Background: an optimization exercise with open tools, aiming at small area and a short achievable clock period. Do not read the settings as production practice.
Only simulation tests tie the RTL to the original design; equivalence was not proved.
No activity file was given, so power comes from the tool's default toggle rates.

## rev 12
==> module rdport, before the edit <==
module rdport(input [31:0] sel, input [1023:0] rf, output [31:0] p);
  genvar b, j;
  generate for (b = 0; b < 32; b = b + 1) begin : bt
    wire [7:0] u;    
    wire [3:0] v;    
    wire [1:0] w;    
    wire       x;    
    for (j = 0; j < 8; j = j + 1) begin : q
      m_ao4 a (.s0(sel[4*j]),   .d0(rf[32*(4*j)+b]),   .s1(sel[4*j+1]), .d1(rf[32*(4*j+1)+b]),
               .s2(sel[4*j+2]), .d2(rf[32*(4*j+2)+b]), .s3(sel[4*j+3]), .d3(rf[32*(4*j+3)+b]), .y(u[j]));
    end
    for (j = 0; j < 4; j = j + 1) begin : l2
      m_nor2 n (.a(u[2*j]), .b(u[2*j+1]), .y(v[j]));
    end
    for (j = 0; j < 2; j = j + 1) begin : l3
      m_nand2 n (.a(v[2*j]), .b(v[2*j+1]), .y(w[j]));
    end
    m_nor2 l4 (.a(w[0]), .b(w[1]), .y(x));
    m_inv l5 (.a(x), .y(p[b]));
  end endgenerate
endmodule
clock: 12.5 ns
lec_check: 0
cap_margin: 20
core_margin: 2
core_utilization: 50
cts_buf_list: sky130_fd_sc_hd__clkbuf_8 sky130_fd_sc_hd__clkbuf_16
cts_cluster_diameter: 60
cts_cluster_size: 30
place_density: 0.6
slew_margin: 20
synth_hierarchical: 1
standard.sh (not shown) runs the stock make flow with config.mk's settings and CLKGATE_MAP_FILE= SYNTH_SCRIPT=/design/flow/synth_recipe.tcl, a recipe that flattens the netlist after the stock synthesis.
==> flow/flow/run.sh <==
#!/bin/bash
# The standard layout (standard.sh: ORFS with the standard flow's config and synthesis), with
# three repair settings changed; the clock period and constraints are untouched:
#  - setup repair aims for a slack margin of MARGIN ns (flow/margin.txt), so that the
#    resizer also works on paths well inside the clock period;
#  - the resizer may swap cells of different footprints (MATCH_CELL_FOOTPRINT=0);
#  - port buffers are buf_1 cells.
# Every tool's output goes to ORFS's own logs under orfs/logs; make's output to standard.log.
set -uo pipefail
MARGIN=$(cat flow/margin.txt 2>/dev/null || echo 8)
bash standard.sh SETUP_SLACK_MARGIN=$MARGIN MATCH_CELL_FOOTPRINT=0 \
  "BUFFER_PORTS_ARGS=-buffer_cell sky130_fd_sc_hd__buf_1" finish > standard.log 2>&1
==> flow/flow/margin.txt <==
8
> inputs changed (rev 12 -> rev 13)
--- a/flow/design.v
+++ b/flow/design.v
@@ -753,24 +753,30 @@
 module m_inv(input a, output y);
   assign y = ~a;
 endmodule
 module rdport(input [31:0] sel, input [1023:0] rf, output [31:0] p);
   genvar b, j;
   generate for (b = 0; b < 32; b = b + 1) begin : bt
-    wire [7:0] u;    
-    wire [3:0] v;    
-    wire [1:0] w;    
-    wire       x;    
-    for (j = 0; j < 8; j = j + 1) begin : q
-      m_ao4 a (.s0(sel[4*j]),   .d0(rf[32*(4*j)+b]),   .s1(sel[4*j+1]), .d1(rf[32*(4*j+1)+b]),
-               .s2(sel[4*j+2]), .d2(rf[32*(4*j+2)+b]), .s3(sel[4*j+3]), .d3(rf[32*(4*j+3)+b]), .y(u[j]));
+    wire [10:0] t;    
+    wire [5:0]  u;    
+    wire [2:0]  v;    
+    for (j = 0; j < 10; j = j + 1) begin : q
+      m_aoi222 a (.a1(sel[3*j+1]), .a2(rf[32*(3*j+1)+b]), .b1(sel[3*j+2]), .b2(rf[32*(3*j+2)+b]),
+                  .c1(sel[3*j+3]), .c2(rf[32*(3*j+3)+b]), .y(t[j]));
     end
-    for (j = 0; j < 4; j = j + 1) begin : l2
-      m_nor2 n (.a(u[2*j]), .b(u[2*j+1]), .y(v[j]));
+    m_nand2 a10 (.a(sel[31]), .b(rf[32*31+b]), .y(t[10]));
+    for (j = 0; j < 5; j = j + 1) begin : l1
+      m_nand2 n (.a(t[2*j]), .b(t[2*j+1]), .y(u[j]));
     end
-    for (j = 0; j < 2; j = j + 1) begin : l3
-      m_nand2 n (.a(v[2*j]), .b(v[2*j+1]), .y(w[j]));
+    m_inv l1x (.a(t[10]), .y(u[5]));
+    for (j = 0; j < 3; j = j + 1) begin : l2
+      m_nor2 n (.a(u[2*j]), .b(u[2*j+1]), .y(v[j]));
     end
-    m_nor2 l4 (.a(w[0]), .b(w[1]), .y(x));
-    m_inv l5 (.a(x), .y(p[b]));
+    m_nand3 l3 (.a(v[0]), .b(v[1]), .c(v[2]), .y(p[b]));
   end endgenerate
 endmodule
+module m_aoi222(input a1, input a2, input b1, input b2, input c1, input c2, output y);
+  assign y = ~((a1 & a2) | (b1 & b2) | (c1 & c2));
+endmodule
+module m_nand3(input a, input b, input c, output y);
+  assign y = ~(a & b & c);
+endmodule
[summary]
Between rev 12 and rev 13, die area is lower for rev 13, rev 12 comes in above that.
Looking at share of cell area taken by flip-flops and latches, rev 13 sits above rev 12.
Comparing timing-limited maximum frequency for rev 12 and rev 13, the bigger number came from rev 12.
Number of clock buffers in the layout ended up 2.0% higher on rev 13 than on rev 12.
Rev 13 vs. rev 12: part of the total power dissipated in combinational logic has increased; via count has decreased.

Another version of the RTL of akkanat (not shown whole).
Size in the first run: ~9800 cells after synthesis.
export LEC_CHECK = 0
export CAP_MARGIN = 20
export CORE_MARGIN = 2
export CORE_UTILIZATION = 50
export CTS_BUF_LIST = sky130_fd_sc_hd__clkbuf_8 sky130_fd_sc_hd__clkbuf_16
export CTS_CLUSTER_DIAMETER = 60
export CTS_CLUSTER_SIZE = 30
export PLACE_DENSITY = 0.6
export SLEW_MARGIN = 20
export SYNTH_HIERARCHICAL = 1
create_clock -name core_clock -period 12.5 [get_ports {clk_i}]
==> flow/flow/run.sh <==
#!/bin/bash
# The standard layout (standard.sh: ORFS with the standard flow's config and synthesis), with
# these layout settings changed; the clock period and constraints are untouched:
#  - setup repair aims for a slack margin of MARGIN ns (flow/margin.txt), so that the
#    resizer also works on paths well inside the clock period;
#  - the resizer may swap cells of different footprints (MATCH_CELL_FOOTPRINT=0);
#  - port buffers are buf_1 cells;
#  - clock tree synthesis gets its arguments explicitly (the same as config.mk's CTS
#    settings give it) plus -dont_use_dummy_load, so it adds no dummy load cells.
# Every tool's output goes to ORFS's own logs under orfs/logs; make's output to standard.log.
set -uo pipefail
MARGIN=$(cat flow/margin.txt 2>/dev/null || echo 8)
bash standard.sh SETUP_SLACK_MARGIN=$MARGIN MATCH_CELL_FOOTPRINT=0 \
  "BUFFER_PORTS_ARGS=-buffer_cell sky130_fd_sc_hd__buf_1" \
  "CTS_ARGS=-sink_clustering_enable -repair_clock_nets -sink_clustering_size 30 -sink_clustering_max_diameter 60 -buf_list {sky130_fd_sc_hd__clkbuf_8 sky130_fd_sc_hd__clkbuf_16} -dont_use_dummy_load" \
  finish > standard.log 2>&1
Scripts as last shown in full above: flow/flow/margin.txt
Change:
--- a/flow/design.v
+++ b/flow/design.v
@@ -86,26 +86,22 @@
     wire i_useb = i_opr | i_bra | (i_c1 & ~i_avg);
     wire i_sub  = (i_opr & (if3 == 3'b000) & inst_i[30]) | (i_alu & (if3[2:1] == 2'b01))
                 | i_bra | (i_c1 & ~i_avg);
     wire [31:0] imm_i_in = {{20{inst_i[31]}}, inst_i[31:20]};
     wire [31:0] imm_s_in = {{20{inst_i[31]}}, inst_i[31:25], inst_i[11:7]};
     wire [31:0] i_immx = (i_st ? imm_s_in : imm_i_in) ^ {32{i_sub}};
     reg d_jal, d_jalr, d_bra, d_br, d_st, d_ld, d_mem, d_abs, d_srt, d_ldm, d_mac;
     reg d_sub, d_wr, d_auipc;
-    reg d_shl, d_shr, d_sra;    
     reg cin_q;            
     reg [31:0] opx;
     wire [31:0] opx_n;
     reg r_sum, r_sh, r_slt, r_sltu, r_log, r_imu, r_pc, r_absd, r_selp, r_avg, r_movu, r_srch;
     always @(posedge clk_i) begin
         d_jal  <= i_jal;
-        d_shl  <= ~if3[2];
-        d_shr  <= if3[2];
-        d_sra  <= inst_i[30];
         d_jalr <= i_jalr;
         d_bra  <= i_bra;
         d_br   <= i_br;
         d_st   <= i_st;
         d_ld   <= i_ld;
         d_mem  <= i_mem;
         d_abs  <= i_abs;
         d_srt  <= i_srt;
@@ -140,18 +136,18 @@
     wire cin = cin_q;
     wire [31:0] sum;
     wire cout;                                        
     m_add33 u_add (.a(ra), .b(opx), .cin(cin), .s(sum), .co(cout));
     wire lt  = (ra[31] == opx[31]) ? ra[31] : sum[31];    
     wire [31:0] xr = ra ^ opx;
     wire eq  = &xr;                                   
     wire [31:0] sh_r, sh_l;
-    m_shift u_sh (.a(ra), .sh(opx[4:0]), .left(d_shl), .arith(d_sra), .o(sh_r), .ol(sh_l));
-    wire [31:0] sh_out = d_shr ? sh_r : sh_l;
+    m_shift u_sh (.a(ra), .sh(opx[4:0]), .left(~f3[2]), .arith(ir[30]), .o(sh_r), .ol(sh_l));
+    wire [31:0] sh_out = f3[2] ? sh_r : sh_l;
     wire [19:0] win = is_d ? ra[19:0] : ra[31:12];
     reg fnd;
     integer i;
     always @(*) begin
         fnd = 1'b0;
         for (i = 0; i <= 12; i = i + 1)
             if (win[i +: 8] == rb[7:0]) fnd = 1'b1;
     end
@@ -222,32 +218,23 @@
     genvar gb;
     generate
         for (gb = 0; gb < 32; gb = gb + 1) begin : an
             m_a21o u_a (.a1(as_p1), .a2(p1[gb]), .b1(addr_o[gb]), .x(addr_n[gb]));
             m_opsel u_o (.p(p2[gb]), .useb(i_useb), .sub(i_sub), .immx(i_immx[gb]), .y(opx_n[gb]));
         end
     endgenerate
     wire ws_srt  = (is_d | is_e) & d_srt;
+    wire ws_ra   = ws_srt & (lt ^ is_e);              
+    wire ws_rb   = (ws_srt & ~(lt ^ is_e)) | (is_e & d_st);
     wire ws_rd   = is_d & ~d_srt;                     
     wire ws_mac  = is_e & d_mac & c2;
     wire ws_hold = ~((is_d | is_e) & d_srt) & ~ws_rd & ~(is_e & d_st) & ~ws_mac;
-    wire ws_st = is_e & d_st;
-    wire [31:0] wd_o = ({32{ws_st}} & rb) | ({32{ws_rd}} & data_mem_rdata_i) | ({32{ws_hold}} & wd_q);
-    wire [31:0] wd_t1 = ws_srt ? ra : wd_o;
-    wire [31:0] wd_t0 = ws_srt ? rb : wd_o;
-    wire lt_x = lt ^ is_e;                            
-    wire [31:0] wd_n;
-    generate
-        for (gb = 0; gb < 32; gb = gb + 1) begin : wn
-            wire m;
-            m_mux2 u_m (.a(wd_t0[gb]), .b(wd_t1[gb]), .s(lt_x), .y(m));
-            m_a21o u_a (.a1(ws_mac), .a2(mac_out[gb]), .b1(m), .x(wd_n[gb]));
-        end
-    endgenerate
+    wire [31:0] wd_n = ({32{ws_ra}} & ra) | ({32{ws_rb}} & rb) | ({32{ws_rd}} & data_mem_rdata_i)
+                     | ({32{ws_mac}} & mac_out) | ({32{ws_hold}} & wd_q);
     always @(posedge clk_i or posedge rst_i) begin
         if (rst_i) begin
             st   <= S_F;
             pc   <= 32'b0;
             we_q <= 1'b0;
         end else begin
             case (st)
                 S_F: begin st <= S_D; we_q <= 1'b0; end
@@ -804,11 +791,8 @@
   assign y = ~(a & b & c);
 endmodule
 module m_a21o(input a1, input a2, input b1, output x);
   assign x = (a1 & a2) | b1;
 endmodule
 module m_opsel(input p, input useb, input sub, input immx, output y);
   assign y = useb ? (p ^ sub) : immx;
 endmodule
-module m_mux2(input a, input b, input s, output y);
-  assign y = s ? b : a;
-endmodule
Result: The changed run finished with timing, DRC and antenna clean. Critical path depth came out higher by 3. Routed wire length is lower by 1.4%. Final cell count fell by 0.60%. Count of clock-buffer cells in the layout went up by 7. Sequential share of layout area hardly moves. Clock power increases by about 3%. Die area decreases by 0.73%. Worst hold slack barely changes. Combinational power hardly moves. Utilization came out higher by 0.16 points.

what the ideal ports hide:
The flow's constraints put no driver on any port. The routed layouts listed below were extracted and timed again, unchanged, in two steps.
Step 1 (the two cells are an assumption about what drives the block):
set clk [get_ports {clk_i}]
set_driving_cell -lib_cell sky130_fd_sc_hd__clkbuf_16 $clk
set_driving_cell -lib_cell sky130_fd_sc_hd__buf_2 [delete_from_list [all_inputs] $clk]
Step 2, shift: input delay + t, output delay - t, t = (earliest + latest rising clock arrival at the registers) / 2. This alone moves slack from input paths to output paths.
Slacks: ideal / step 1 / step 2; pairs: ideal / step 1.
run	shift t [ns]	slack for setup (ns)	worst setup path at the end
rev 12	0.946	7.835 / 7.830 / 6.940	input to register
rev 13	0.964	7.768 / 7.760 / 6.797	input to register
the first run of note 2	0.914	7.777 / 7.797 / 6.883	input to register
the second run of note 2	0.934	7.822 / 7.812 / 6.877	input to register
After both steps setup and hold are still met in every run listed. The setup slack of rev 13, which loses most, moves by -0.008 ns with the drivers and by -0.971 ns with both steps.
